What follows belongs to an exercise in optimizing a design on an open flow for small area; a production flow would make more cautious choices.
Only simulation tests tie the RTL to the original design; equivalence was not proved.
Power is estimated from default activity; no workload was simulated.

==> config.mk <==
export PLATFORM = sky130hd
export DESIGN_NAME = system_bus
export DESIGN_NICKNAME = system_bus
export VERILOG_FILES = /design/flow/design.v
export SDC_FILE = /design/flow/constraint.sdc
export NUM_CORES = 4
export LEC_CHECK = 0
export CAP_MARGIN = 20
export CORE_MARGIN = 2
export CORE_UTILIZATION = 55
export PLACE_DENSITY = 0.7
export SLEW_MARGIN = 20
==> flow/abc_map.script <==
&get -n
&st
&deepsyn -T 60
&dch -f
&nf -a -R 1000 -F 4 -A 4
&put
&get -n
&st
&deepsyn -T 60
&dch -f
&nf -a -R 1000 -F 4 -A 4
&put
==> design.v <==
module system_bus
	#(parameter DATA_WIDTH = 8,
	parameter ADDR_WIDTH = 14,
	parameter NO_OF_MASTER = 4,
	parameter NO_OF_SLAVE = 8,
	parameter [NO_OF_SLAVE*ADDR_WIDTH-1:0] SLAVE_BASE_ADDR = {14'd10, 14'd20, 14'd30, 14'd40, 14'd50, 14'd60, 14'd70, 14'd80},
	parameter [NO_OF_SLAVE*ADDR_WIDTH-1:0] SLAVE_END_ADDR = {14'd19, 14'd29, 14'd39, 14'd49, 14'd59, 14'd69, 14'd79, 14'd89}
	)
	(
	input clk,
	input reset_n,
	input [ADDR_WIDTH*NO_OF_MASTER-1:0]  addr_avm,
	output [DATA_WIDTH*NO_OF_MASTER-1:0]  readdata_avm,
	input [DATA_WIDTH*NO_OF_MASTER-1:0]  writedata_avm,
	input [NO_OF_MASTER-1:0]  readen_avm,
	input [NO_OF_MASTER-1:0]  writeen_avm,
	output [NO_OF_MASTER-1:0]  readvalid_avm,
	output [NO_OF_MASTER-1:0]  writevalid_avm,
	input [NO_OF_MASTER-1:0]  waitrequest_avm,
	input [4*NO_OF_MASTER-1:0] priority_no,
	output [ADDR_WIDTH*NO_OF_SLAVE-1:0]  addr_avs,
	input [DATA_WIDTH*NO_OF_SLAVE-1:0]  readdata_avs,
	output [DATA_WIDTH*NO_OF_SLAVE-1:0]  writedata_avs,
	output [NO_OF_SLAVE-1:0]  readen_avs,
	output [NO_OF_SLAVE-1:0]  writeen_avs,
	input [NO_OF_SLAVE-1:0]  readvalid_avs,
	input [NO_OF_SLAVE-1:0]  writevalid_avs,
	output reg [NO_OF_SLAVE-1:0]  waitrequest_avs
	);
	genvar i;
	reg [3:0] readen_avm_last, writeen_avm_last;
	reg [7:0] readvalid_avs_last, writevalid_avs_last;
	always @(posedge clk or negedge reset_n)
		if (~reset_n) begin
			readen_avm_last <= 4'b0; writeen_avm_last <= 4'b0;
			readvalid_avs_last <= 8'b0; writevalid_avs_last <= 8'b0;
		end else begin
			readen_avm_last <= readen_avm; writeen_avm_last <= writeen_avm;
			readvalid_avs_last <= readvalid_avs; writevalid_avs_last <= writevalid_avs;
		end
	wire [7:0] rv_rise = readvalid_avs & ~readvalid_avs_last;
	wire [7:0] wv_rise = writevalid_avs & ~writevalid_avs_last;
	wire [7:0] v_rise = rv_rise | wv_rise;
	reg [3:0] master_rel;           
	reg       srel_v;               
	reg [2:0] srel_i;               
	wire [7:0] slave_rel = srel_v ? (8'b1 << srel_i) : 8'b0;
	reg [3:0] readen_avm_reg, writeen_avm_reg;
	always @(posedge clk or negedge reset_n)
		if (~reset_n) begin
			readen_avm_reg <= 4'b0; writeen_avm_reg <= 4'b0;
		end else begin
			readen_avm_reg <= (readen_avm & ~readen_avm_last) | (readen_avm_reg & ~master_rel);
			writeen_avm_reg <= (writeen_avm & ~writeen_avm_last) | (writeen_avm_reg & ~master_rel);
		end
	wire [7:0] mcs [0:3];           
	wire [2:0] mcs_idx [0:3];
	generate
		for (i = 0; i < 4; i = i + 1) begin : DEC
			wire [13:0] a = addr_avm[i*14 +: 14];
			assign mcs[i][0] = (a >= 14'd80) && (a <= 14'd89);
			assign mcs[i][1] = (a >= 14'd70) && (a <= 14'd79);
			assign mcs[i][2] = (a >= 14'd60) && (a <= 14'd69);
			assign mcs[i][3] = (a >= 14'd50) && (a <= 14'd59);
			assign mcs[i][4] = (a >= 14'd40) && (a <= 14'd49);
			assign mcs[i][5] = (a >= 14'd30) && (a <= 14'd39);
			assign mcs[i][6] = (a >= 14'd20) && (a <= 14'd29);
			assign mcs[i][7] = (a >= 14'd10) && (a <= 14'd19);
			assign mcs_idx[i] = {mcs[i][4] | mcs[i][5] | mcs[i][6] | mcs[i][7],
			                     mcs[i][2] | mcs[i][3] | mcs[i][6] | mcs[i][7],
			                     mcs[i][1] | mcs[i][3] | mcs[i][5] | mcs[i][7]};
		end
	endgenerate
	reg [3:0] ls12;                 
	reg [7:0] used_slaves;          
	wire [3:0] act1;
	generate
		for (i = 0; i < 4; i = i + 1) begin : ACT1
			assign act1[i] = (readen_avm_reg[i] | writeen_avm_reg[i]) & ~ls12[i] & (|(mcs[i] & ~used_slaves));
		end
	endgenerate
	wire [15:0] pna = priority_no & {{4{act1[3]}}, {4{act1[2]}}, {4{act1[1]}}, {4{act1[0]}}};
	wire [3:0] any1 = pna[3:0] | pna[7:4] | pna[11:8] | pna[15:12];
	wire [3:0] lvl1 = {any1[3], ~any1[3] & any1[2], ~|any1[3:2] & any1[1], ~|any1[3:1] & any1[0]};
	wire [3:0] top1, oh1;
	assign top1[0] = |(pna[3:0] & lvl1);
	assign oh1[0] = (pna[3:0] == 4'b1000) | (pna[3:0] == 4'b0100) | (pna[3:0] == 4'b0010) | (pna[3:0] == 4'b0001);
	assign top1[1] = |(pna[7:4] & lvl1);
	assign oh1[1] = (pna[7:4] == 4'b1000) | (pna[7:4] == 4'b0100) | (pna[7:4] == 4'b0010) | (pna[7:4] == 4'b0001);
	assign top1[2] = |(pna[11:8] & lvl1);
	assign oh1[2] = (pna[11:8] == 4'b1000) | (pna[11:8] == 4'b0100) | (pna[11:8] == 4'b0010) | (pna[11:8] == 4'b0001);
	assign top1[3] = |(pna[15:12] & lvl1);
	assign oh1[3] = (pna[15:12] == 4'b1000) | (pna[15:12] == 4'b0100) | (pna[15:12] == 4'b0010) | (pna[15:12] == 4'b0001);
	wire [3:0] first1;
	assign first1[0] = top1[0] & ~(top1[1] | top1[2] | top1[3]);
	assign first1[1] = top1[1] & ~(top1[2] | top1[3]);
	assign first1[2] = top1[2] & ~(top1[3]);
	assign first1[3] = top1[3] & ~(1'b0);
	wire g1 = |(first1 & oh1);
	wire [1:0] idx1 = {first1[2] | first1[3], first1[1] | first1[3]};
	wire [1:0] gm1 = g1 ? idx1 : 2'd0;
	reg [1:0] msm;                  
	reg       sdd_v;                
	reg [2:0] sdd_i;                
	reg [7:0] mdm_v;                
	reg [1:0] mdm_m [0:7];          
	wire [2:0] g_slave = mcs_idx[gm1];
	always @(posedge clk or negedge reset_n)
		if (~reset_n) sdd_v <= 1'b0;
		else sdd_v <= g1;
	always @(posedge clk) begin
		msm <= gm1; sdd_i <= g_slave;
	end
	generate
		for (i = 0; i < 8; i = i + 1) begin : MDM
			always @(posedge clk or negedge reset_n)
				if (~reset_n) begin
					mdm_v[i] <= 1'b0; mdm_m[i] <= 2'b0;
				end else if (g1 && g_slave == i) begin
					mdm_v[i] <= 1'b1; mdm_m[i] <= gm1;
				end
		end
	endgenerate
	reg        s2_busy;
	reg [4:0]  s2_cnt;
	reg        s2_w;                
	reg [23:0] sr_m;
	reg [2:0]  cur_tgt;
	reg        cur_ren;
	reg        cur_ok;
	wire m2s = (~s2_w & (s2_cnt[4:1] != 4'd0)) ? sr_m[15] : sr_m[23];
	wire [13:0] sel_addr = addr_avm[msm*14 +: 14];
	wire [7:0]  sel_wd = writedata_avm[msm*8 +: 8];
	wire        sel_ren = readen_avm[msm];
	wire        sel_wen = writeen_avm[msm];
	wire        s2_last = (s2_cnt == {s2_w, ~s2_w, 3'b111});    
	wire        s2_start = ~s2_busy & sdd_v;
	always @(posedge clk or negedge reset_n)
		if (~reset_n) begin
			s2_busy <= 1'b0;
			ls12 <= 4'b0;
			used_slaves <= 8'h00;
		end else begin
			if (s2_start) begin
				s2_busy <= 1'b1;
				ls12 <= (ls12 ^ master_rel) | (4'b1 << msm);
				used_slaves <= (used_slaves & ~slave_rel) | (8'b1 << sdd_i);
			end else begin
				if (s2_busy && s2_last) s2_busy <= 1'b0;
				ls12 <= ls12 ^ master_rel;
				used_slaves <= used_slaves & ~slave_rel;
			end
		end
	always @(posedge clk) begin
		if (~s2_busy) begin
			s2_cnt <= 5'd0;
			s2_w <= sel_wen;
			sr_m <= {sel_ren, sel_wen, sel_wd, sel_addr};
			cur_ren <= sel_ren;
			cur_tgt <= sdd_i;
		end else begin
			s2_cnt <= s2_cnt + 5'd1;
			sr_m <= {sr_m[22:0], 1'b0};
		end
	end
	reg       ov_act;
	reg [2:0] ov_tgt;
	reg [2:0] ov_cnt;
	wire s2_cnt0 = s2_busy & (s2_cnt == 5'd0);
	wire ov_start = s2_busy & cur_ok & ~s2_w & ~cur_ren & (s2_cnt == 5'd15);
	always @(posedge clk or negedge reset_n)
		if (~reset_n) ov_act <= 1'b0;
		else ov_act <= ov_start | (ov_act & (ov_cnt != 3'd7));
	always @(posedge clk) begin
		if (s2_cnt0) cur_ok <= ~(ov_act & (ov_tgt == cur_tgt));
		if (ov_start) begin
			ov_tgt <= cur_tgt; ov_cnt <= 3'd0;
		end else
			ov_cnt <= ov_cnt + 3'd1;
	end
	wire cur_on = s2_busy & cur_ok;
	wire cur_shift = cur_on & (s2_cnt >= 5'd2) & (~cur_ren | (s2_cnt <= 5'd15));
	wire cur_end = cur_on & (cur_ren ? (s2_cnt == 5'd15) : (s2_w & (s2_cnt == 5'd23)));
	wire ov_end = ov_act & (ov_cnt == 3'd7);
	reg [13:0] addr_avs_reg [0:7];
	reg [7:0]  writedata_avs_reg [0:7];
	reg [7:0]  readen_avs_reg_out, writeen_avs_reg_out;
	reg [7:0]  readvalid_avs_reg, writevalid_avs_reg;
	reg [7:0]  readdata_avs_reg [0:7];
	reg [7:0]  slave_active;
	reg [7:0]  ls34;                
	assign readen_avs = readen_avs_reg_out;
	assign writeen_avs = writeen_avs_reg_out;
	generate
		for (i = 0; i < 8; i = i + 1) begin : SLV
			wire is_cur = (cur_tgt == i);
			wire is_ov = ov_act & (ov_tgt == i);
			wire shift = (cur_shift & is_cur) | is_ov;
			wire endc = cur_end & is_cur;
			wire endo = ov_end & (ov_tgt == i);
			always @(posedge clk or negedge reset_n)
				if (~reset_n) begin
					addr_avs_reg[i] <= 14'b0;
					writedata_avs_reg[i] <= 8'b0;
					readen_avs_reg_out[i] <= 1'b0;
					writeen_avs_reg_out[i] <= 1'b0;
				end else begin
					if (shift) begin
						writedata_avs_reg[i] <= {writedata_avs_reg[i][6:0], addr_avs_reg[i][13]};
						addr_avs_reg[i] <= {addr_avs_reg[i][12:0], m2s};
					end
					if (endc) begin
						readen_avs_reg_out[i] <= cur_ren;
						writeen_avs_reg_out[i] <= s2_w;
					end else if (endo) begin
						readen_avs_reg_out[i] <= 1'b0;
						writeen_avs_reg_out[i] <= 1'b0;
					end else if (~shift) begin
						readen_avs_reg_out[i] <= readen_avs_reg_out[i] & ~readvalid_avs[i];
						writeen_avs_reg_out[i] <= writeen_avs_reg_out[i] & ~writevalid_avs[i];
					end
				end
			assign writedata_avs[i*8 +: 8] = writedata_avs_reg[i];
			assign addr_avs[i*14 +: 14] = addr_avs_reg[i] - SLAVE_BASE_ADDR[i];
			always @(posedge clk or negedge reset_n)
				if (~reset_n) waitrequest_avs[i] <= 1'b0;
				else waitrequest_avs[i] <= v_rise[i];
			always @(posedge clk) begin
				if (v_rise[i]) begin
					readvalid_avs_reg[i] <= readvalid_avs[i];
					writevalid_avs_reg[i] <= writevalid_avs[i];
				end
				if (rv_rise[i]) readdata_avs_reg[i] <= readdata_avs[i*8 +: 8];
			end
		end
	endgenerate
	always @(posedge clk or negedge reset_n)
		if (~reset_n) slave_active <= 8'b0;
		else slave_active <= (slave_active | v_rise) & ~ls34;
	wire [3:0] act_m;
	generate
		for (i = 0; i < 4; i = i + 1) begin : ACTM
			wire [7:0] d;
			genvar j;
			for (j = 0; j < 8; j = j + 1) begin : D
				assign d[j] = slave_active[j] & (mdm_m[j] == i);
			end
			assign act_m[i] = |d;
		end
	endgenerate
	wire [3:0] any3 = (priority_no[15:12] & {4{act_m[3]}}) | (priority_no[11:8] & {4{act_m[2]}}) |
	                  (priority_no[7:4] & {4{act_m[1]}}) | (priority_no[3:0] & {4{act_m[0]}});
	wire [3:0] lvl3 = {any3[3], ~any3[3] & any3[2], ~|any3[3:2] & any3[1], ~|any3[3:1] & any3[0]};
	wire [3:0] tm, ohm;
	generate
		for (i = 0; i < 4; i = i + 1) begin : TM
			wire [3:0] p = priority_no[i*4 +: 4];
			assign tm[i] = |(p & lvl3);
			assign ohm[i] = (p == 4'b1000) | (p == 4'b0100) | (p == 4'b0010) | (p == 4'b0001);
		end
	endgenerate
	wire [7:0] top3;
	generate
		for (i = 0; i < 8; i = i + 1) begin : TOP3
			assign top3[i] = slave_active[i] & tm[mdm_m[i]];
		end
	endgenerate
	wire [2:0] gs3 = top3[7] ? 3'd7 : top3[6] ? 3'd6 : top3[5] ? 3'd5 : top3[4] ? 3'd4 :
	                 top3[3] ? 3'd3 : top3[2] ? 3'd2 : top3[1] ? 3'd1 : 3'd0;
	wire       g3 = |top3 & ohm[mdm_m[gs3]];
	reg       sms_v;                
	reg [2:0] sms_i;                
	always @(posedge clk or negedge reset_n)
		if (~reset_n) sms_v <= 1'b0;
		else sms_v <= g3;
	always @(posedge clk) sms_i <= gs3;
	reg       s4_busy;
	reg        s4_f0, s4_f1;        
	reg [10:0] sr_s;
	reg [3:0] me;                   
	reg [2:0] tem;                  
	reg       rel_p;                
	wire s2m = sr_s[10];
	wire       sel_rv = readvalid_avs_reg[sms_i];
	wire       sel_wv = writevalid_avs_reg[sms_i];
	wire [7:0] sel_rd = readdata_avs_reg[sms_i];
	wire [3:0] sel_me = mdm_v[sms_i] ? (4'b1 << mdm_m[sms_i]) : 4'b0;
	wire       s4_last = (sr_s[8:0] == 9'd0);    
	always @(posedge clk or negedge reset_n)
		if (~reset_n) begin
			s4_busy <= 1'b0;
			ls34 <= 8'b0;
			rel_p <= 1'b0;
		end else begin
			rel_p <= s4_busy & s4_last;
			if (~s4_busy) begin
				if (sms_v) begin
					s4_busy <= 1'b1;
					ls34 <= (ls34 ^ slave_rel) | (8'b1 << sms_i);
				end else
					ls34 <= ls34 ^ slave_rel;
			end else begin
				if (s4_last) s4_busy <= 1'b0;
				ls34 <= ls34 ^ slave_rel;
			end
		end
	always @(posedge clk) begin
		if (~s4_busy) begin
			sr_s <= sel_rv ? {1'b1, sel_wv, sel_rd, 1'b1} : {1'b0, sel_wv, 9'b100000000};
			me <= sel_me;
			tem <= sms_i;
		end else begin
			sr_s <= {sr_s[9:0], 1'b0};
		end
	end
	wire [3:0] rel_m = mdm_v[tem] ? (4'b1 << mdm_m[tem]) : 4'b0;
	always @(posedge clk or negedge reset_n)
		if (~reset_n) begin
			master_rel <= 4'b0;
			srel_v <= 1'b0;
		end else begin
			master_rel <= rel_p ? rel_m : 4'b0;
			srel_v <= rel_p;
		end
	always @(posedge clk) srel_i <= tem;
	reg [7:0] readdata_avm_reg [0:3];
	reg [3:0] readvalid_avm_reg_out, writevalid_avm_reg_out;
	assign readvalid_avm = readvalid_avm_reg_out;
	assign writevalid_avm = writevalid_avm_reg_out;
	always @(posedge clk) begin
		s4_f0 <= ~s4_busy;
		s4_f1 <= s4_busy & s4_f0;
	end
	wire s4_c1 = s4_f1;
	wire s4_c2p = ~s4_f0 & ~s4_f1;
	wire s4_c9 = s4_last & ~s4_f1;
	generate
		for (i = 0; i < 4; i = i + 1) begin : MST
			wire a = s4_busy & me[i];
			wire hold = readen_avm[i] | writeen_avm[i] | waitrequest_avm[i];
			always @(posedge clk or negedge reset_n)
				if (~reset_n) begin
					readdata_avm_reg[i] <= 8'b0;
					readvalid_avm_reg_out[i] <= 1'b0;
					writevalid_avm_reg_out[i] <= 1'b0;
				end else begin
					if (a & s4_c2p) readdata_avm_reg[i] <= {readdata_avm_reg[i][6:0], s2m};
					readvalid_avm_reg_out[i] <= a ? s4_c9 : (hold & readvalid_avm_reg_out[i]);
					writevalid_avm_reg_out[i] <= a ? (s4_c1 & s2m) : (hold & writevalid_avm_reg_out[i]);
				end
			assign readdata_avm[i*8 +: 8] = readdata_avm_reg[i];
		end
	endgenerate
endmodule
==> constraint.sdc <==
create_clock -name core_clock -period 7.0 [get_ports {clk}]
set_input_delay 1.4000 -clock core_clock [delete_from_list [all_inputs] [get_ports {clk}]]
set_output_delay 1.4000 -clock core_clock [all_outputs]
set_load 0.01 [all_outputs]
==> flow/run.sh <==
#!/bin/bash
# ORFS layout through the standard.sh, with three changes to how the
# layout is made:
#  - synthesis maps the logic with an area-oriented ABC script
#    (flow/abc_map.script) in place of ORFS's speed script; everything else
#    in synthesis, including flip-flop mapping, is ORFS's own;
#  - every port is buffered with buf_1 rather than the default buffer;
#  - the clock tree is built from clkbuf_2 (clkbuf_8 at the root) without
#    dummy loads.
set -euo pipefail
rm -rf scripts_local
cp -r "$FLOW_HOME/scripts" scripts_local
cp flow/abc_map.script scripts_local/abc_speed.script
export SCRIPTS_DIR="$PWD/scripts_local"
export BUFFER_PORTS_ARGS="-buffer_cell sky130_fd_sc_hd__buf_1"
export CTS_ARGS="-sink_clustering_enable -repair_clock_nets -dont_use_dummy_load -buf_list sky130_fd_sc_hd__clkbuf_4 -root_buf sky130_fd_sc_hd__clkbuf_8 -sink_clustering_size 12 -sink_clustering_max_diameter 40"
bash standard.sh > standard.log 2>&1
==> standard.sh <==
#!/bin/bash
# synth_recipe.tcl (not shown) runs the flow's synth.tcl, then flattens the netlist and writes it again
# the make line also repeats each setting of config.mk as NAME=value (left out here)
make -C /OpenROAD-flow-scripts/flow DESIGN_CONFIG=/design/flow/config.mk WORK_HOME=/design/flow/orfs CLKGATE_MAP_FILE= SYNTH_SCRIPT=/design/flow/synth_recipe.tcl "${@:-finish}"
==> results.txt, run 1 <==
status complete, no violations; Worst VDD drop 0.196 mV; sequential cell fraction of total power 0.531; min Tclk post-route 6.50 ns; clock skew 0.0936 ns; detailed router's first-iteration violation count 1,406; Setup-failing EPs final 0; CP Launch Type primary input; Mapped Cells 1,901; mapped cell area 20,500 um^2; largest family of logic cells by synthesized area simple AND/OR/NAND/NOR gates; YS warnings 6; multiplexer share of the synthesized area 0.0596; ANT cells 0; worst setup margin 0.497 ns; number of synthesized flops with an enable pin 96; Max Cap Violations 0; clk latency of the worst-skew pair 0.67 ns; Avg Cell Area, Syn 10.8 um^2; Switching Fraction 0.358; cts bufs inserted 61; global route total overflow 0; maximum root-to-sink buffer count 3; simple-gate share of the synthesized area 0.170; Net Sw Power 0.00247 W; Slew Viols, Final 0; row cnt 70; ys async rst share 0.688; CTS tree built; register area share after synthesis 0.605; PD cells 294 nW/um^2; Syn Nets 2,107; vias in the first global route 16.5k; DRC 0; Req. time, crit path 7.51 ns; DR vias/cell 5.92; Worst setup EP type flip-flop; Via Count 17.1k; CTS-repair resized insts 0; Post-CTS Setup Inserts 0; pre-CTS setup slack -0.0376 ns; Slew HR 0.199; largest net degree at the start of global routing 140; Tcrit/Tclk final 0.929; Final nets 2,630; num ports 438; DPL Wire Length 43,200 um; RSZ-0062 raised after global routing no; TritonRoute pass-1 iters 6; ys flop type dfrtp_1; placed cell count 2,829; die area 38,800 um^2; H-tree depth 2; Initial Util 0.559; Core Footprint 36,600 um^2; synth unique cells 58; crit path kind primary input to flip-flop; fmax 154 MHz; die height 197 um; Port Buffers 437; ANT nets after route 0; Final GP Congestion 0.936; wire length of the first global-routing pass 90,700 um; final wirelength 58,400 um; layout cell share with drive strength beyond 1 0.0376; Synth Area in Compound Gates 0.135; Final Util 0.640; die width 197 um; final cell count without fillers 2,890; worst hold path class flip-flop to flip-flop; Synth Register Bits 487; cell-internal power 0.00443 W; initial antenna violation count 0; clock share of power 0.191; P_leak 10.2 nW; WP data arrival 7.01 ns; Hold Vio Cnt, Final 0; Post-Synth XOR/XNOR Area 0.0124; CTS sink cnt 487; cts hold-fix bufs 0; total power 0.00690 W; Synth-to-Final Area Change 14.4%; Slew @ Worst Pin 1.20 ns; CTS root buffer clkbuf_8; adder-cell share of the synthesized area 0.00489; wire length per cell 20.2 um; maximum fanout along the worst path 9; clock slew at reported path FFs 0.11 ns; max reg flops 112; GRT Util Overall 0.301; Comb pwr share 0.278
==> cell families after synthesis <==
kind of cell / count (synthesis)
mux: 109
compound gates: 405
buf+inv: 71
simple gates: 792
flops: 487
fa+ha+maj: 8
xor+xnor: 29
==> cell usage after synthesis, drive strengths merged, types with 8 or more instances <==
cell type | instances | area share
nor2b | 21 | 0.0064
edfxtp | 96 | 0.14
dfrtp | 335 | 0.41
o21ai | 79 | 0.019
nand2 | 453 | 0.083
and3 | 13 | 0.0040
nor3 | 45 | 0.011
or2 | 8 | 0.0024
xor2 | 24 | 0.010
a32o | 22 | 0.011
clkinv | 71 | 0.013
nor4 | 20 | 0.0061
a21o | 12 | 0.0044
nand2b | 23 | 0.0070
a222oi | 18 | 0.0088
o22ai | 69 | 0.021
nand4 | 12 | 0.0037
or3 | 12 | 0.0037
and2 | 10 | 0.0031
nand3 | 29 | 0.0071
dfxtp | 56 | 0.055
o31ai | 29 | 0.011
mux2 | 104 | 0.057
nand3b | 11 | 0.0040
a22oi | 21 | 0.0077
a21oi | 59 | 0.014
nor3b | 9 | 0.0033
a31oi | 18 | 0.0055
ha | 8 | 0.0049
a221oi | 14 | 0.0060
a22o | 13 | 0.0056
nor2 | 115 | 0.021
==> worst max-delay path: stages <==
cell and delay (ns):
buf_1 0.30, nand2b_1 0.13, o21ai_0 0.22, o21bai_1 0.18, o31ai_1 0.17, o21ai_0 0.11, a21oi_1 0.10, nor3_1 0.33
nor2_1 0.14, nor3_1 0.48, o21ai_0 0.16, and3_1 0.25, a221o_1 0.30, a31oi_1 0.26, nor2_1 0.17, mux2i_1 0.64
or2_0 0.34, a21oi_1 0.09, a31oi_1 0.32, nand2_1 0.17, nor3b_1 0.39, mux2_1 0.36
==> power groups by stage <==
| stage | Combinational [W] | Sequential (W) | Clock, W |
|---|---|---|---|
| CTS | 0.00192 | 0.00365 | 0.00136 |
| global placement | 0.00188 | 0.00370 | 0 |
| detailed placement | 0.00191 | 0.00371 | 0 |
| global route | 0.00214 | 0.00371 | 0.00146 |
| floorplan | 0.00112 | 0.00367 | 0 |
| finish | 0.00192 | 0.00366 | 0.00132 |
==> per-stage QoR <==
step / setup TNS, ns / hold slack [ns] / cell area [um^2]
global route: 0 / 0.386 / 23400
CTS: 0 / 0.376 / 23400
detailed placement: -0.0565 / 0.415 / 22900
global placement: 0 / 0.402 / 22900
floorplan: 0 / 0.348 / 20500
finish: 0 / 0.373 / 23400
==> layout make-up <==
type / instances / area, um^2
fillers: 3077 / 13200
multi-input cells: 1343 / 7880
repair buffers: 460 / 1830
well taps: 468 / 586
clock buffers: 61 / 489
inverters: 71 / 267
flip-flops and latches: 487 / 12400
==> placed cells by master, fill, tap and decap left out, types with 20 or more instances in the layout <==
cell type / Yosys / routed
nand2_1: 453 / 453
buf_1: 0 / 436
dfrtp_1: 335 / 335
nor2_1: 115 / 115
mux2_1: 104 / 104
edfxtp_1: 96 / 96
o21ai_0: 79 / 79
clkinv_1: 71 / 71
o22ai_1: 69 / 69
a21oi_1: 59 / 59
clkbuf_4: 0 / 57
dfxtp_1: 56 / 56
nor3_1: 45 / 45
nand3_1: 29 / 29
o31ai_1: 29 / 29
xor2_1: 24 / 24
nand2b_1: 23 / 23
a32o_1: 22 / 22
buf_4: 0 / 22
nor2b_1: 21 / 21
a22oi_1: 21 / 20
nor4_1: 20 / 20
==> metal layers <==
| metal | track usage | vias up | wire [um] |
|---|---|---|---|
| met4 | 0.109 | 0 | 1890 |
| met1 | 0.402 | 8334 | 23900 |
| met2 | 0.483 | 697 | 27500 |
| li1 | - | 7943 | - |
| met3 | 0.0719 | 123 | 5110 |
| met5 | 0 | - | 0 |
==> final timing paths <==
check	start	to	slack, ns	cells after the start
min in group asynchronous	reset_n	readen_avm_last[0]	0.77	1
min	sr_s[9]	sr_s[10]	0.37	2
max in group asynchronous	reset_n	addr_avs_reg[5][11]	4.48	3
max reg2reg	slave_active[6]	sms_v	1.60	22
max	addr_avm[32]	mdm_m[6][1]	0.50	22
min reg2reg	sr_s[9]	sr_s[10]	0.37	2
==> run 2, diff against run 1 <==
--- a/flow/run.sh
+++ b/flow/run.sh
@@ -14,4 +14,4 @@
 export SCRIPTS_DIR="$PWD/scripts_local"
 export BUFFER_PORTS_ARGS="-buffer_cell sky130_fd_sc_hd__buf_1"
-export CTS_ARGS="-sink_clustering_enable -repair_clock_nets -dont_use_dummy_load -buf_list sky130_fd_sc_hd__clkbuf_4 -root_buf sky130_fd_sc_hd__clkbuf_8 -sink_clustering_size 12 -sink_clustering_max_diameter 40"
+export CTS_ARGS="-sink_clustering_enable -repair_clock_nets -dont_use_dummy_load -buf_list sky130_fd_sc_hd__clkbuf_4 -root_buf sky130_fd_sc_hd__clkbuf_8 -sink_clustering_size 10 -sink_clustering_max_diameter 35"
 bash standard.sh > standard.log 2>&1
==> run 2 against run 1 <==
Net effect:
- combinational power about the same
- still clean on timing, DRC and antenna
- worst setup slack better by 0.089 ns
- register-to-register slack worse by 0.06 ns
- sequential share of layout area down 0.43 points
- clock power up 15%
- global-route usage up 0.12 points
- core utilization up 0.52 points
==> results.txt, run 2 <==
max reg flops 112; CTS tree built; Crit. path cell count 21; min Tclk post-route 6.41 ns; Setup-failing EPs final 0; CP Launch Type primary input; Via Count 17.2k; P_leak 10.3 nW; Slew Viols, Final 0; Post-CTS Setup Inserts 0; initial antenna violation count 0; Buf/Inv on CP 2; worst setup margin 0.587 ns; Synth Register Bits 487; YS warnings 6; die height 197 um; register area share after synthesis 0.605; met1 global-route usage 0.402; DR vias/cell 5.92; CTS root buffer clkbuf_8; Top Usage Layer GRT met2; cts hold-fix bufs 0; Worst setup EP type flip-flop; Max Cap Violations 0; wire length of the first global-routing pass 91,200 um; global route total overflow 0; Synth-to-Final Area Change 15.4%; GRT Util Overall 0.302; clock share of power 0.214; maximum fanout along the worst path 9; num ports 438; Tcrit/Tclk final 0.916; crit path kind primary input to flip-flop; met3 Use GR 0.0760; fillers 3,073; ANT nets after route 0; Net Sw Power 0.00251 W; die area 38,800 um^2; status complete, no violations; wire length per cell 20.1 um; synth unique cells 58; r2r setup slk 1.54 ns; top-area cell type share of the netlist area 0.409; pre-CTS setup slack -0.0376 ns; number of synthesized flops with an enable pin 96; final wirelength 58,600 um; DPL Wire Length 43,200 um; Mapped Cells 1,901; largest cells by area after synthesis dfrtp_1 41%, edfxtp_1 14%, nand2_1 8.3%; Final GP Congestion 0.936; most frequent cells in the layout 453 x nand2_1, 436 x buf_1, 335 x dfrtp_1; Avg Cell Area, Syn 10.8 um^2; final cell count without fillers 2,912; TritonRoute pass-1 iters 5; worst hold path class flip-flop to flip-flop; die width 197 um; CP top delay family simple AND/OR/NAND/NOR gates; Core Footprint 36,600 um^2; Switching Fraction 0.353; Final nets 2,651; slowest stage cell, crit path mux2i_1; fin area 23,600 um^2; clock slew at reported path FFs 0.08 ns; H-tree depth 3; most frequent CP cell a21oi_1; footprint of the multi-input gates 7880 um^2; WP data arrival 6.89 ns; vias in the first global route 16.7k; Hold Vio Cnt, Final 0; DRC 0; ys async rst share 0.688; Commonest cells post-synth 453 x nand2_1, 335 x dfrtp_1, 115 x nor2_1; grt met2 use 0.485; Worst VDD drop 0.226 mV; Req. time, crit path 7.48 ns; Reg area 12,400 um^2; CTS sink cnt 487; CTS-repair resized insts 0; critical-path cell list buf_1 -> nor4_1 -> nand2_1 -> or4_1 -> clkinv_1 -> a41oi_1 -> o221ai_1 -> a21oi_1 -> nor3_1 -> a22o_1 -> a21oi_1 -> a221o_1 -> a31oi_1 -> nor2_1 -> mux2i_1 -> or2_0 -> a21oi_1 -> a31oi_1 -> nand2_1 -> nor3b_1 -> mux2_1; Initial Util 0.559; cts bufs inserted 82; ys flop type dfrtp_1; cells on worst reg2reg path 22; Slew @ Worst Pin 1.14 ns; cell-internal power 0.00459 W; mapped cell area 20,500 um^2; clk latency of the worst-skew pair 0.64 ns; crit-path max cell delay 0.62 ns; Port Buffers 437; fmax 156 MHz; Syn Nets 2,107; Comb pwr share 0.270; detailed router's first-iteration violation count 1,346; Slew HR 0.240; largest net degree at the start of global routing 140; placed cell areas 22,900 um^2; count leader, synth nand2_1; layout cell share with drive strength beyond 1 0.0463; Worst Hold Depth 2; PD cells 301 nW/um^2; sequential cell fraction of total power 0.516; placed cell count 2,829; Synth area leader dfrtp_1; commonest non-fill, non-tap cell in the layout nand2_1; row cnt 70; maximum root-to-sink buffer count 3; RSZ-0062 raised after global routing no; clock skew 0.0863 ns
run 2: worst register-to-register path: cells and delay by family, from the launching register on:
family           cells  cell delay, ns
AO/OA/AOI/OAI       13            3.08
flip-flops           1            0.53
AND/OR/NAND/NOR      9            1.76
run 2: metal layers:
metal / share of wire / wire length, um
met5: 0 / 0
met1: 0.41 / 24100
met2: 0.48 / 27900
met4: 0.028 / 1640
met3: 0.084 / 4920
run 2: worst paths after layout:
check	start	to
worst min register to register	sr_m[7]	sr_m[8]
worst max register to register	mdm_m[6][1]	sms_v
max in group asynchronous	reset_n	addr_avs_reg[5][11]
worst max-delay path	addr_avm[7]	mdm_m[6][1]
min in group asynchronous	reset_n	mdm_m[7][1]
worst min-delay path	sr_m[7]	sr_m[8]
run 2: layout make-up:
type                       count  area share
timing repair buffer         460      0.0774
inverter                      71      0.0113
sequential                   487       0.524
antenna                        1    0.000106
clock buffer                  82      0.0284
multi-input combinational   1343       0.334
tap                          468      0.0248
run 2: per-stage QoR:
stage	hold slack, ns	utilization	power (W)	TNS (ns)
finish	0.398	0.645	0.00710	0
global placement	0.402	0.626	0.00558	0
floorplan	0.348	-	0.00478	0
global route	0.413	0.645	0.00752	0
detailed placement	0.415	0.626	0.00561	-0.0565
CTS	0.401	0.645	0.00714	0
run 2: cells by family (layout without fill, tap and decap cells):
logic type,after synthesis,after routing,share of synthesized area
and+or+nand+nor,792,792,0.170
DFF,487,487,0.605
AOI/OAI and AO/OA,405,405,0.135
muxes,109,109,0.0596
buffers and inverters,71,613,0.0130
xor gates and xnor gates,29,29,0.0124
adders and majority gates,8,8,0.00489
other,0,1,0
run 2: power by group through the flow:
| stage | combinational [W] | sequential (W) | clock [W] |
|---|---|---|---|
| final | 0.00192 | 0.00366 | 0.00152 |
| after global placement | 0.00188 | 0.00370 | 0 |
| after detailed placement | 0.00191 | 0.00371 | 0 |
| after floorplan | 0.00112 | 0.00367 | 0 |
| after global routing | 0.00213 | 0.00371 | 0.00167 |
| after CTS | 0.00192 | 0.00366 | 0.00157 |
==> run 3, diff against run 2 <==
--- a/flow/run.sh
+++ b/flow/run.sh
@@ -14,4 +14,4 @@
 export SCRIPTS_DIR="$PWD/scripts_local"
 export BUFFER_PORTS_ARGS="-buffer_cell sky130_fd_sc_hd__buf_1"
-export CTS_ARGS="-sink_clustering_enable -repair_clock_nets -dont_use_dummy_load -buf_list sky130_fd_sc_hd__clkbuf_4 -root_buf sky130_fd_sc_hd__clkbuf_8 -sink_clustering_size 10 -sink_clustering_max_diameter 35"
+export CTS_ARGS="-sink_clustering_enable -repair_clock_nets -dont_use_dummy_load -buf_list sky130_fd_sc_hd__clkbuf_4 -root_buf sky130_fd_sc_hd__clkbuf_8 -sink_clustering_size 12 -sink_clustering_max_diameter 35"
 bash standard.sh > standard.log 2>&1
==> run 3 against run 2 <==
Net effect:
- non-clock buffer count unchanged
- core utilization about the same
- global-route usage about the same
- critical path depth up 1
- clock skew up 0.0064 ns
- sequential cell count unchanged
- register-to-register slack better by 0.02 ns
- still clean on timing, DRC and antenna
- largest power group unchanged
- critical endpoint unchanged
- cell count about the same
- wire length down 0.17%
- maximum frequency down 0.89%
==> results.txt, run 3 <==
synth unique cells 58; Worst VDD drop 0.226 mV; CTS sink cnt 487; Final Util 0.645; Post-CTS Setup Inserts 0; final wirelength 58,500 um; min Tclk post-route 6.47 ns; commonest non-fill, non-tap cell in the layout nand2_1; most frequent CP cell o21ai_0; fmax 155 MHz; Synth Register Bits 487; Max Cap Violations 0; RSZ-0062 raised after global routing no; GRT Util Overall 0.302; Slew @ Worst Pin 1.15 ns; P_leak 10.3 nW; placed cell count 2,829; wire length of the first global-routing pass 91,200 um; CTS tree built; YS warnings 6; detailed router's first-iteration violation count 1,393; Tcrit/Tclk final 0.924; crit-path max cell delay 0.63 ns; CP Launch Type primary input; clock slew at reported path FFs 0.11 ns; Slew HR 0.234; final cell count without fillers 2,911; critical-path cell list buf_1 -> nand2b_1 -> o21ai_0 -> o21bai_1 -> o31ai_1 -> o21ai_0 -> a21oi_1 -> nor3_1 -> nor2_1 -> nor3_1 -> o21ai_0 -> and3_1 -> a221o_1 -> a31oi_1 -> nor2_1 -> mux2i_1 -> or2_0 -> a21oi_1 -> a31oi_1 -> nand2_1 -> nor3b_1 -> mux2_1; clock skew 0.0926 ns; top-area cell type share of the netlist area 0.409; Initial Util 0.559; CTS root buffer clkbuf_8; Syn Nets 2,107; die area 38,800 um^2; clk latency of the worst-skew pair 0.64 ns; Setup-failing EPs final 0; maximum root-to-sink buffer count 3; max reg flops 112; largest cells by area after synthesis dfrtp_1 41%, edfxtp_1 14%, nand2_1 8.3%; Avg Cell Area, Syn 10.8 um^2; Req. time, crit path 7.51 ns; largest net degree at the start of global routing 140; die width 197 um; status complete, no violations; Reg area 12,400 um^2; PD cells 300 nW/um^2; WP data arrival 6.98 ns; DR vias/cell 5.92; num ports 438; die height 197 um; vias in the first global route 16.7k; Core Footprint 36,600 um^2; fillers 3,067; global route total overflow 0; mapped cell area 20,500 um^2; DRC 0; Slew Viols, Final 0; slowest stage cell, crit path mux2i_1; cts bufs inserted 82; ANT nets after route 0; Synth-to-Final Area Change 15.3%; Buf/Inv on CP 1; Synth area leader dfrtp_1; cts hold-fix bufs 0; maximum fanout along the worst path 9; Worst setup EP type flip-flop; Final nets 2,651; Commonest cells post-synth 453 x nand2_1, 335 x dfrtp_1, 115 x nor2_1; ANT cells 0; wire length per cell 20.1 um; worst hold path class flip-flop to flip-flop; CP top delay family simple AND/OR/NAND/NOR gates; ys flop type dfrtp_1; Final GP Congestion 0.936; Port Buffers 437; number of synthesized flops with an enable pin 96; initial antenna violation count 0; footprint of the multi-input gates 7880 um^2; layout cell share with drive strength beyond 1 0.0463; Via Count 17.2k; Min Hold Slack 0.394 ns; TritonRoute pass-1 iters 9; H-tree depth 3; ys async rst share 0.688; CTS-repair resized insts 0; DPL Wire Length 43,200 um; Hold Vio Cnt, Final 0; register area share after synthesis 0.605; Mapped Cells 1,901; count leader, synth nand2_1; row cnt 70; most frequent cells in the layout 453 x nand2_1, 436 x buf_1, 335 x dfrtp_1; crit path kind primary input to flip-flop
[run 3: changes by cell type in the layout (fill, tap and decap cells not counted)]
cell and delta:
diode_2 -1, nor2b_1 -1, nor2b_2 +1, nor3_1 +1
nor3_2 -1
[run 3: where the power goes]
part           total, W  switching (W)  leakage, nW  internal (W)
logic           0.00192        0.00122         4.06      0.000696
registers       0.00366       0.000366         5.86       0.00330
clock network   0.00151       0.000917        0.401      0.000597
[run 3: final timing paths]
kind / from / end / slack (ns) / cells after the start
worst max register to register: mdm_m[6][1] / sms_v / 1.56 / 22
worst min register to register: sr_s[9] / sr_s[10] / 0.39 / 2
min in group asynchronous: reset_n / mdm_m[6][1] / 0.81 / 1
worst min-delay path: sr_s[9] / sr_s[10] / 0.39 / 2
max in group asynchronous: reset_n / addr_avs_reg[5][11] / 4.44 / 3
worst max-delay path: addr_avm[32] / mdm_m[6][1] / 0.53 / 22
[run 3: cell families after synthesis]
kind of cell    share of synthesized area
mux                                0.0596
compound gates                      0.135
flops                               0.605
xor+xnor                           0.0124
fa+ha+maj                         0.00489
simple gates                        0.170
buf+inv                            0.0130
[run 3: layout make-up]
type                            instances  share of cell area
Clock buffer                           82              0.0284
Inverter                               71              0.0113
Multi-Input combinational cell       1343               0.334
Sequential cell                       487               0.524
Tap cell                              468              0.0248
Timing Repair Buffer                  460              0.0774
[run 3: layer usage]
layer,track usage,wire length (um),vias to the layer above
met5,0,0,-
met4,0.107,1760,0
met3,0.0767,4760,111
met2,0.484,27700,678
met1,0.402,24300,8451
li1,-,-,7995
[run 3: worst reg2reg max path: cells and delay by family, from the launching register on]
| family | cells | cell delay (ns) |
|---|---|---|
| compound gates | 13 | 3.07 |
| simple gates | 9 | 1.72 |
| flops | 1 | 0.54 |
[run 3: per-stage QoR]
| stage | setup slack, ns | instance area [um^2] | TNS, ns | total power (W) |
|---|---|---|---|---|
| 5_1_grt | 0.0339 | 23600 | 0 | 0.00752 |
| 3_3_place_gp | 0.271 | 22900 | 0 | 0.00558 |
| 3_5_place_dp | -0.0376 | 22900 | -0.0565 | 0.00561 |
| 6_report | 0.529 | 23600 | 0 | 0.00710 |
| 2_1_floorplan | 0.856 | 20500 | 0 | 0.00478 |
| 4_1_cts | 0.642 | 23600 | 0 | 0.00714 |
==> run 4, diff against run 3 <==
--- a/flow/run.sh
+++ b/flow/run.sh
@@ -14,4 +14,4 @@
 export SCRIPTS_DIR="$PWD/scripts_local"
 export BUFFER_PORTS_ARGS="-buffer_cell sky130_fd_sc_hd__buf_1"
-export CTS_ARGS="-sink_clustering_enable -repair_clock_nets -dont_use_dummy_load -buf_list sky130_fd_sc_hd__clkbuf_4 -root_buf sky130_fd_sc_hd__clkbuf_8 -sink_clustering_size 12 -sink_clustering_max_diameter 35"
+export CTS_ARGS="-sink_clustering_enable -repair_clock_nets -dont_use_dummy_load -buf_list sky130_fd_sc_hd__clkbuf_2 -root_buf sky130_fd_sc_hd__clkbuf_8"
 bash standard.sh > standard.log 2>&1
==> run 4 against run 3 <==
Net effect:
- sequential power barely moved
- synthesized cell count did not move
- register-to-register slack about the same
- critical endpoint unchanged
- total power hardly changed
- critical path depth increased by 1
- maximum frequency up 1.1%
- non-clock buffer count stayed put
- synthesized area did not move
- clock power barely moved
- via count increased by 0.50%
- first-iteration DRC count decreased by 1.3%
- cell count increased by 1.2%
==> results.txt, run 4 <==
status complete, no violations; Req. time, crit path 7.49 ns; final wirelength 59,000 um; largest cells by area after synthesis dfrtp_1 41%, edfxtp_1 14%, nand2_1 8.3%; Synth-to-Final Area Change 15.3%; Final GP Congestion 0.936; clock skew 0.0533 ns; Port Buffers 437; wire length of the first global-routing pass 91,700 um; CTS tree built; Final Util 0.645; top-area cell type share of the netlist area 0.409; layout cell share with drive strength beyond 1 0.0593; fillers 3,082; Max Cap Violations 0; Avg Cell Area, Syn 10.8 um^2; Tcrit/Tclk final 0.915; Post-CTS Setup Inserts 0; initial antenna violation count 0; worst setup margin 0.597 ns; worst hold path class flip-flop to flip-flop; highest metal used met4; fmax 156 MHz; Worst setup EP type flip-flop; Synth Register Bits 487; die area 38,800 um^2; P_leak 10.4 nW; Initial Util 0.559; count leader, synth nand2_1; Via Count 17.3k; CP Launch Type primary input; Commonest cells post-synth 453 x nand2_1, 335 x dfrtp_1, 115 x nor2_1; crit path kind primary input to flip-flop; clk latency of the worst-skew pair 0.64 ns; ys flop type dfrtp_1; Core Footprint 36,600 um^2; CTS root buffer clkbuf_8; cts bufs inserted 116; Worst VDD drop 0.189 mV; largest net degree at the start of global routing 140; die width 197 um; met2 wire len 27,900 um; synth unique cells 58; ANT nets after route 0; maximum root-to-sink buffer count 3; maximum fanout along the worst path 5; RSZ-0062 raised after global routing no; DRC 0; PD cells 300 nW/um^2; CTS sink cnt 487; commonest non-fill, non-tap cell in the layout nand2_1; metal3 WL 4810 um; Slew @ Worst Pin 1.15 ns; min Tclk post-route 6.40 ns; die height 197 um; Setup-failing EPs final 0; Slew HR 0.234; Hold Vio Cnt, Final 0; pre-CTS setup slack -0.0376 ns; H-tree depth 3; final cell count without fillers 2,945; Routed met1 length 24,500 um; ys async rst share 0.688; register area share after synthesis 0.605; ANT cells 0; wire length per cell 20.0 um; row cnt 70; max reg flops 112; most frequent cells in the layout 453 x nand2_1, 436 x buf_1, 335 x dfrtp_1; num ports 438; WP data arrival 6.89 ns; DPL Wire Length 43,200 um; vias in the first global route 17.0k; Synth area leader dfrtp_1; placed cell count 2,829; Syn Nets 2,107; global route total overflow 0; number of synthesized flops with an enable pin 96; mapped cell area 20,500 um^2; clock slew at reported path FFs 0.09 ns; Final nets 2,685; detailed router's first-iteration violation count 1,375; YS warnings 6; DR vias/cell 5.88; Min Hold Slack 0.397 ns; Mapped Cells 1,901; GRT Util Overall 0.304; TritonRoute pass-1 iters 7; Slew Viols, Final 0
[run 4: worst max-delay path, stage by stage]
cell and delay, ns:
buf_1 0.09, nor4_1 0.35, nand2_1 0.11, or4_1 0.49, clkinv_1 0.12, a41oi_1 0.20
o221ai_1 0.24, a21oi_1 0.09, nor3_1 0.38, a22o_1 0.25, a21oi_1 0.07, a221o_1 0.37
a31oi_1 0.26, nor2_1 0.16, or3_1 0.41, o21ai_0 0.22, clkinv_1 0.18, o21ai_0 0.19
a21oi_1 0.09, a31oi_1 0.30, nand2_1 0.17, nor3b_1 0.39, mux2_1 0.36
[run 4: final timing paths]
| kind | end | start | slack, ns | cells after the start |
|---|---|---|---|---|
| worst min-delay path | readen_avm_reg[2] | readen_avm_last[2] | 0.40 | 1 |
| max in group asynchronous | writedata_avs_reg[3][1] | reset_n | 4.48 | 3 |
| min in group asynchronous | writeen_avm_reg[3] | reset_n | 0.80 | 1 |
| worst max register to register | sms_v | slave_active[6] | 1.56 | 22 |
| worst max-delay path | mdm_m[6][1] | addr_avm[7] | 0.60 | 23 |
| worst min register to register | readen_avm_reg[2] | readen_avm_last[2] | 0.40 | 1 |
[run 4: repair_timing]
action,CTS,global route
hold buffers,0,0
gates resized for setup,0,1
endpoints found under the setup margin,0,1
[run 4: power breakdown]
group / switching, W / internal (W) / total (W) / leakage, nW
Sequential: 0.000370 / 0.00330 / 0.00367 / 5.86
Clock: 0.000986 / 0.000521 / 0.00151 / 0.509
Combinational: 0.00122 / 0.000696 / 0.00192 / 4.06
[run 4: through the flow]
stage	instance area [um^2]	setup TNS (ns)	total power [W]
3_5_place_dp	22900	-0.0565	0.00561
6_report	23600	0	0.00709
4_1_cts	23600	0	0.00713
3_3_place_gp	22900	0	0.00558
2_1_floorplan	20500	0	0.00478
5_1_grt	23600	0	0.00753
[run 4: cell families after synthesis]
kind of cell / share of synthesized area
AOI/OAI and AO/OA: 0.135
xor gates and xnor gates: 0.0124
adders and majority gates: 0.00489
buffers and inverters: 0.0130
DFF: 0.605
muxes: 0.0596
and+or+nand+nor: 0.170
[run 4: area by class of cell]
| cell class | instances | area (um^2) | share of cell area |
|---|---|---|---|
| clock buffer | 116 | 659 | 0.0279 |
| multi-input combinational | 1343 | 7880 | 0.334 |
| tap | 468 | 586 | 0.0248 |
| timing repair buffer | 460 | 1830 | 0.0775 |
| sequential | 487 | 12400 | 0.525 |
| inverter | 71 | 267 | 0.0113 |
[run 4: per-layer routing]
metal	vias up	global-route usage
li1	8068	-
met5	-	0
met4	0	0.129
met3	104	0.0787
met1	8470	0.401
met2	679	0.480
==> run 5, diff against run 4 <==
--- a/design.v
+++ b/design.v
@@ -279,5 +279,4 @@
 	reg [10:0] sr_s;
 	reg [3:0] me;                   
-	reg [2:0] tem;                  
 	reg       rel_p;                
 	wire s2m = sr_s[10];
@@ -309,9 +308,9 @@
 			sr_s <= sel_rv ? {1'b1, sel_wv, sel_rd, 1'b1} : {1'b0, sel_wv, 9'b100000000};
 			me <= sel_me;
-			tem <= sms_i;
 		end else begin
 			sr_s <= {sr_s[9:0], 1'b0};
 		end
 	end
+	wire [2:0] tem = {|ls34[7:4], |{ls34[7:6], ls34[3:2]}, |{ls34[7], ls34[5], ls34[3], ls34[1]}};
 	wire [3:0] rel_m = mdm_v[tem] ? (4'b1 << mdm_m[tem]) : 4'b0;
 	always @(posedge clk or negedge reset_n)
==> run 5 against run 4 <==
Net effect:
- clock power hardly changed
- sequential cell count is 3 lower
- non-clock buffer count is 5 lower
- maximum frequency is 6.9% higher
- wire length is 0.80% lower
- worst setup slack better by 0.42 ns
- register-to-register slack better by 0.04 ns
- die area is 0.31% higher
- clock skew is 0.029 ns higher
- critical path type unchanged
- largest cell class unchanged
==> results.txt, run 5 <==
status complete, no violations; Fin Setup TNS 0 ns; Initial Util 0.560; min Tclk post-route 5.99 ns; die area 38,900 um^2; fillers 3,102; Port Buffers 437; Routed met1 length 23,900 um; detailed router's first-iteration violation count 1,358; worst hold path class flip-flop to flip-flop; Req. time, crit path 7.50 ns; CP Launch Type primary input; Avg Cell Area, Syn 10.7 um^2; ys async rst share 0.692; Final Util 0.643; mapped cell area 20,500 um^2; CTS-repair resized insts 0; Core Footprint 36,700 um^2; Syn Nets 2,126; fmax 167 MHz; vias in the first global route 16.9k; max reg flops 112; count leader, synth nand2_1; Max Cap Violations 0; highest metal used met4; clock skew 0.0820 ns; largest cells by area after synthesis dfrtp_1 41%, edfxtp_1 14%, nand2_1 8.3%; cts hold-fix bufs 0; Slew @ Worst Pin 1.10 ns; Slew Viols, Final 0; Synth area leader dfrtp_1; Final GP Congestion 0.927; DR vias/cell 5.88; WP data arrival 6.49 ns; Setup-failing EPs final 0; P_leak 10.6 nW; largest net degree at the start of global routing 140; Post-CTS Setup Inserts 0; Synth-to-Final Area Change 14.9%; Worst VDD drop 0.285 mV; cts bufs inserted 116; metal3 WL 5250 um; CTS root buffer clkbuf_8; Synth Register Bits 484; YS warnings 6; Slew HR 0.264; DPL Wire Length 43,100 um; RSZ-0062 raised after global routing no; TritonRoute pass-1 iters 8; num ports 438; register area share after synthesis 0.599; clk latency of the worst-skew pair 0.62 ns; Hold Vio Cnt, Final 0; maximum fanout along the worst path 5; global route total overflow 0; DRC 0; synth unique cells 64; most frequent cells in the layout 456 x nand2_1, 436 x buf_1, 335 x dfrtp_1; layout cell share with drive strength beyond 1 0.0562; CTS sink cnt 484; row cnt 70; Final nets 2,699; die width 197 um; number of synthesized flops with an enable pin 93; initial antenna violation count 1; Commonest cells post-synth 456 x nand2_1, 335 x dfrtp_1, 127 x nor2_1; Worst setup EP type flip-flop; die height 197 um; Via Count 17.4k; maximum root-to-sink buffer count 3; met2 wire len 27,900 um; ys flop type dfrtp_1; GRT Util Overall 0.303; crit path kind primary input to flip-flop; top-area cell type share of the netlist area 0.408; wire length per cell 19.8 um; clock slew at reported path FFs 0.10 ns; Mapped Cells 1,920; wire length of the first global-routing pass 91,800 um; Tcrit/Tclk final 0.855; H-tree depth 3; CTS tree built; ANT nets after route 0; final wirelength 58,500 um; PD cells 334 nW/um^2; commonest non-fill, non-tap cell in the layout nand2_1
==> run 5: cell count changes after synthesis, moves of 8 or more <==
cell / change
a21oi_1: +21
o31ai_1: -20
or2_0: +8
a222oi_1: +9
a31oi_1: -8
nor2b_1: +9
nor3_1: -17
a2bb2oi_1: +20
nor2_1: +12
o22ai_1: -36
nand3_1: +12
==> run 5: cell type report <==
type,instances,area (um^2),share of cell area
inverters,73,274,0.0116
repair buffers,455,1800,0.0762
flip-flops and latches,484,12300,0.521
multi-input cells,1363,7990,0.338
well taps,468,586,0.0248
clock buffers,116,659,0.0279
diodes,2,5.00,0.000212
==> run 5: path summary, 6_finish.rpt <==
check	start	end	slack, ns	cells past startpoint
min in group asynchronous	reset_n	master_rel[0]	0.76	1
worst min-delay path	readen_avm_last[0]	readen_avm_reg[0]	0.41	1
worst min register to register	readen_avm_last[0]	readen_avm_reg[0]	0.41	1
worst max-delay path	addr_avm[7]	mdm_m[0][1]	1.01	26
worst max register to register	mdm_m[3][0]	sms_v	1.60	20
max in group asynchronous	reset_n	writedata_avs_reg[1][1]	5.08	2
==> run 5: cells by family (layout without fill, tap and decap cells) <==
family | count (synthesis) | after routing | synth area share
mux | 110 | 110 | 0.0600
fa+ha+maj | 8 | 8 | 0.00487
xor+xnor | 22 | 22 | 0.00938
other cells | 0 | 2 | 0
buf+inv | 73 | 644 | 0.0133
flops | 484 | 484 | 0.599
simple gates | 820 | 820 | 0.177
compound gates | 403 | 403 | 0.137
==> run 5: critical path, cell delays in order <==
cell	delay, ns
buf_1	0.11
nor4_1	0.34
buf_4	0.19
nand2_1	0.06
or4b_1	0.51
or2_0	0.28
o22ai_1	0.17
a211oi_1	0.08
a211oi_1	0.39
nand2_1	0.13
nand2_1	0.10
a21oi_1	0.06
nand2_1	0.09
clkinv_1	0.09
a221o_1	0.37
nand4b_1	0.16
clkinv_1	0.10
nor2_1	0.18
nand3_1	0.20
nand3_1	0.20
nor2_1	0.06
nor3_1	0.30
clkinv_1	0.16
nor4_1	0.29
buf_4	0.17
mux2_1	0.31
==> run 5: through the flow <==
step / instances / setup WS [ns] / total power, W / hold slack (ns) / area [um^2]
final: 2961 / 1.01 / 0.00788 / 0.411 / 23600
after CTS: 2959 / 1.07 / 0.00794 / 0.407 / 23600
after global placement: 2843 / 0.491 / 0.00637 / 0.402 / 22900
after global routing: 2959 / 0.422 / 0.00843 / 0.433 / 23600
after floorplan: 1920 / 1.05 / 0.00539 / 0.353 / 20500
after detailed placement: 2843 / 0.445 / 0.00643 / 0.411 / 22900
==> run 5: report_power, final <==
part	switching (W)	leakage [nW]	internal (W)
registers	0.000510	5.74	0.00341
clock network	0.000966	0.509	0.000521
logic	0.00155	4.31	0.000916
total	0.00303	10.6	0.00485
==> run 5: per-layer routing <==
layer,GRT usage,vias to the layer above
met2,0.487,719
met5,0,-
met4,0.105,0
li1,-,8108
met3,0.0879,107
met1,0.396,8475
==> run 6, diff against run 5 <==
--- a/config.mk
+++ b/config.mk
@@ -8,5 +8,5 @@
 export CAP_MARGIN = 20
 export CORE_MARGIN = 2
-export CORE_UTILIZATION = 55
-export PLACE_DENSITY = 0.7
+export CORE_UTILIZATION = 65
+export PLACE_DENSITY = 0.8
 export SLEW_MARGIN = 20
==> run 6 against run 5 <==
Net effect:
- worst setup slack lost 0.32 ns
- global-route usage is 6.6 points higher
- largest cell class unchanged
- first-iteration DRC count increased by 30%
- critical path depth decreased by 4
- sequential power hardly changed
==> results.txt, run 6 <==
row cnt 65; worst hold path class flip-flop to flip-flop; DPL Wire Length 44,900 um; synth unique cells 64; PD cells 338 nW/um^2; CTS-repair resized insts 0; vias in the first global route 17.7k; final wirelength 60,800 um; Setup-failing EPs final 0; Worst setup EP type flip-flop; YS warnings 6; DRC 0; Max Cap Violations 0; Final GP Congestion 0.951; largest net degree at the start of global routing 194; critical-path cell list buf_1 -> nor4_1 -> nand2_1 -> or4b_1 -> or2_0 -> o22ai_1 -> a211oi_1 -> a211oi_1 -> o21ai_0 -> o21a_1 -> a31o_1 -> a221o_1 -> nand4b_1 -> clkinv_1 -> nor2_1 -> nand3_1 -> nand3_1 -> nor3b_1 -> a21oi_1 -> and2_0 -> and2_0 -> mux2_1; most frequent cells in the layout 456 x nand2_1, 436 x buf_1, 335 x dfrtp_1; Buf/Inv on CP 2; number of synthesized flops with an enable pin 93; TritonRoute pass-1 iters 7; detailed router's first-iteration violation count 1,772; ys flop type dfrtp_1; fillers 2,218; Avg Cell Area, Syn 10.7 um^2; Core Footprint 31,300 um^2; maximum root-to-sink buffer count 3; GRT Util Overall 0.369; ANT nets after route 0; CP Launch Type primary input; wire length of the first global-routing pass 94,500 um; crit-path max cell delay 0.53 ns; layout cell share with drive strength beyond 1 0.0566; CP top delay family simple AND/OR/NAND/NOR gates; CTS tree built; footprint of the multi-input gates 7990 um^2; commonest non-fill, non-tap cell in the layout nand2_1; clock skew 0.0642 ns; register area share after synthesis 0.599; Worst VDD drop 0.294 mV; P_leak 10.6 nW; largest cells by area after synthesis dfrtp_1 41%, edfxtp_1 14%, nand2_1 8.3%; Initial Util 0.656; CTS root buffer clkbuf_8; Fin Setup TNS 0 ns; Tcrit/Tclk final 0.901; Reg area 12,300 um^2; fin area 23,600 um^2; RSZ-0062 raised after global routing no; placed cell areas 22,900 um^2; cts bufs inserted 115; ys async rst share 0.692; Synth Register Bits 484; Syn Nets 2,126; global route total overflow 0; Post-CTS Setup Inserts 0; DR vias/cell 6.14; die height 182 um; Commonest cells post-synth 456 x nand2_1, 335 x dfrtp_1, 127 x nor2_1; max reg flops 112; Hold Vio Cnt, Final 0; Slew @ Worst Pin 1.15 ns; Slew HR 0.229; status complete, no violations; crit path kind primary input to flip-flop; CTS sink cnt 484; clk latency of the worst-skew pair 0.64 ns; clock slew at reported path FFs 0.08 ns; maximum fanout along the worst path 5; Via Count 17.8k; Final nets 2,700; cts hold-fix bufs 0; fmax 159 MHz; mapped cell area 20,500 um^2; Slew Viols, Final 0; min Tclk post-route 6.31 ns; wire length per cell 21.0 um; die area 33,000 um^2; Synth area leader dfrtp_1; Synth-to-Final Area Change 14.6%; total power 0.00796 W; Port Buffers 437; count leader, synth nand2_1; H-tree depth 3; die width 182 um; Req. time, crit path 7.46 ns; top-area cell type share of the netlist area 0.408; num ports 438; initial antenna violation count 4; WP data arrival 6.77 ns; slowest stage cell, crit path a211oi_1; Mapped Cells 1,920
-- run 6: path summary, 6_finish.rpt --
check | cells after the start | to | from | slack (ns)
max | 22 | mdm_m[6][0] | addr_avm[7] | 0.69
min in group asynchronous | 1 | writedata_avs_reg[2][6] | reset_n | 0.76
min reg2reg | 0 | srel_v | rel_p | 0.41
max in group asynchronous | 3 | mdm_m[5][1] | reset_n | 4.81
min | 0 | srel_v | rel_p | 0.41
max reg2reg | 20 | sms_v | slave_active[0] | 1.75
-- run 6: kinds of logic (layout without fill, tap and decap cells) --
group / after synthesis / count (layout) / share of synthesized area
other: 0 / 3 / 0
AOI/OAI and AO/OA: 403 / 403 / 0.137
buffers and inverters: 73 / 645 / 0.0133
muxes: 110 / 110 / 0.0600
adders and majority gates: 8 / 8 / 0.00487
xor gates and xnor gates: 22 / 22 / 0.00938
DFF: 484 / 484 / 0.599
and+or+nand+nor: 820 / 820 / 0.177
-- run 6: layer usage --
layer	share of wire	vias to the layer above	global-route usage
li1	-	8101	-
met1	0.38	8578	0.459
met2	0.49	931	0.616
met3	0.088	167	0.0919
met4	0.040	2	0.169
met5	0.00021	-	0
-- run 6: cell type report --
cell class	instances	share of cell area
diodes	3	0.000319
clock buffers	115	0.0278
inverters	73	0.0116
multi-input cells	1363	0.339
flip-flops and latches	484	0.522
well taps	402	0.0214
repair buffers	457	0.0776
-- run 6: through the flow --
step	hold slack (ns)	utilization	worst slack, ns	instances
after floorplan	0.353	-	1.05	1920
after global placement	0.392	0.730	0.387	2778
after detailed placement	0.396	0.730	0.0580	2778
after CTS	0.414	0.751	0.704	2893
after global routing	0.432	0.752	0.102	2897
final	0.414	0.752	0.693	2897
-- run 6: power breakdown --
part / switching (W) / internal [W] / total (W)
Sequential: 0.000531 / 0.00341 / 0.00394
Clock: 0.000966 / 0.000517 / 0.00148
Combinational: 0.00161 / 0.000923 / 0.00253
Total: 0.00311 / 0.00485 / 0.00796

-- afterwards: timing with drivers on the ports --
How much do the figures lean on ideal ports? The routed layouts below were timed once more, with nothing changed but the port constraints.
Step 1: set_driving_cell puts a clkbuf_16 on clk and a buf_2 on each other input, an assumption about the parent block.
Step 2 adds t to the input delays and takes it off the output delays; t is the mean of the earliest and latest rising clock arrival at the registers after step 1. Input paths then give back, and output paths get back, about the clock's delay inside the block.
Slacks: no drivers / after step 1 / after step 2; pairs: no drivers / after step 1.
| run | shift t [ns] | setup slack, ns | worst data-port slew with drivers (ns) | pins driven straight from the clock port |
|---|---|---|---|---|
| run 1 | 0.677 | 0.497 / 0.494 / -0.184 | 0.07 | 1 |
| run 2 | 0.640 | 0.587 / 0.611 / -0.029 | 0.08 | 1 |
| run 3 | 0.646 | 0.529 / 0.529 / -0.117 | 0.07 | 1 |
| run 4 | 0.669 | 0.597 / 0.617 / -0.052 | 0.07 | 1 |
| run 5 | 0.637 | 1.013 / 1.046 / 0.408 | 0.08 | 1 |
| run 6 | 0.652 | 0.693 / 0.721 / 0.068 | 0.08 | 1 |
Met with ideal ports but missed after step 2: setup timing in run 1, run 2, run 3 and run 4. The setup slack of run 1, which loses most, moves by -0.003 ns with the drivers and by -0.681 ns with both steps.
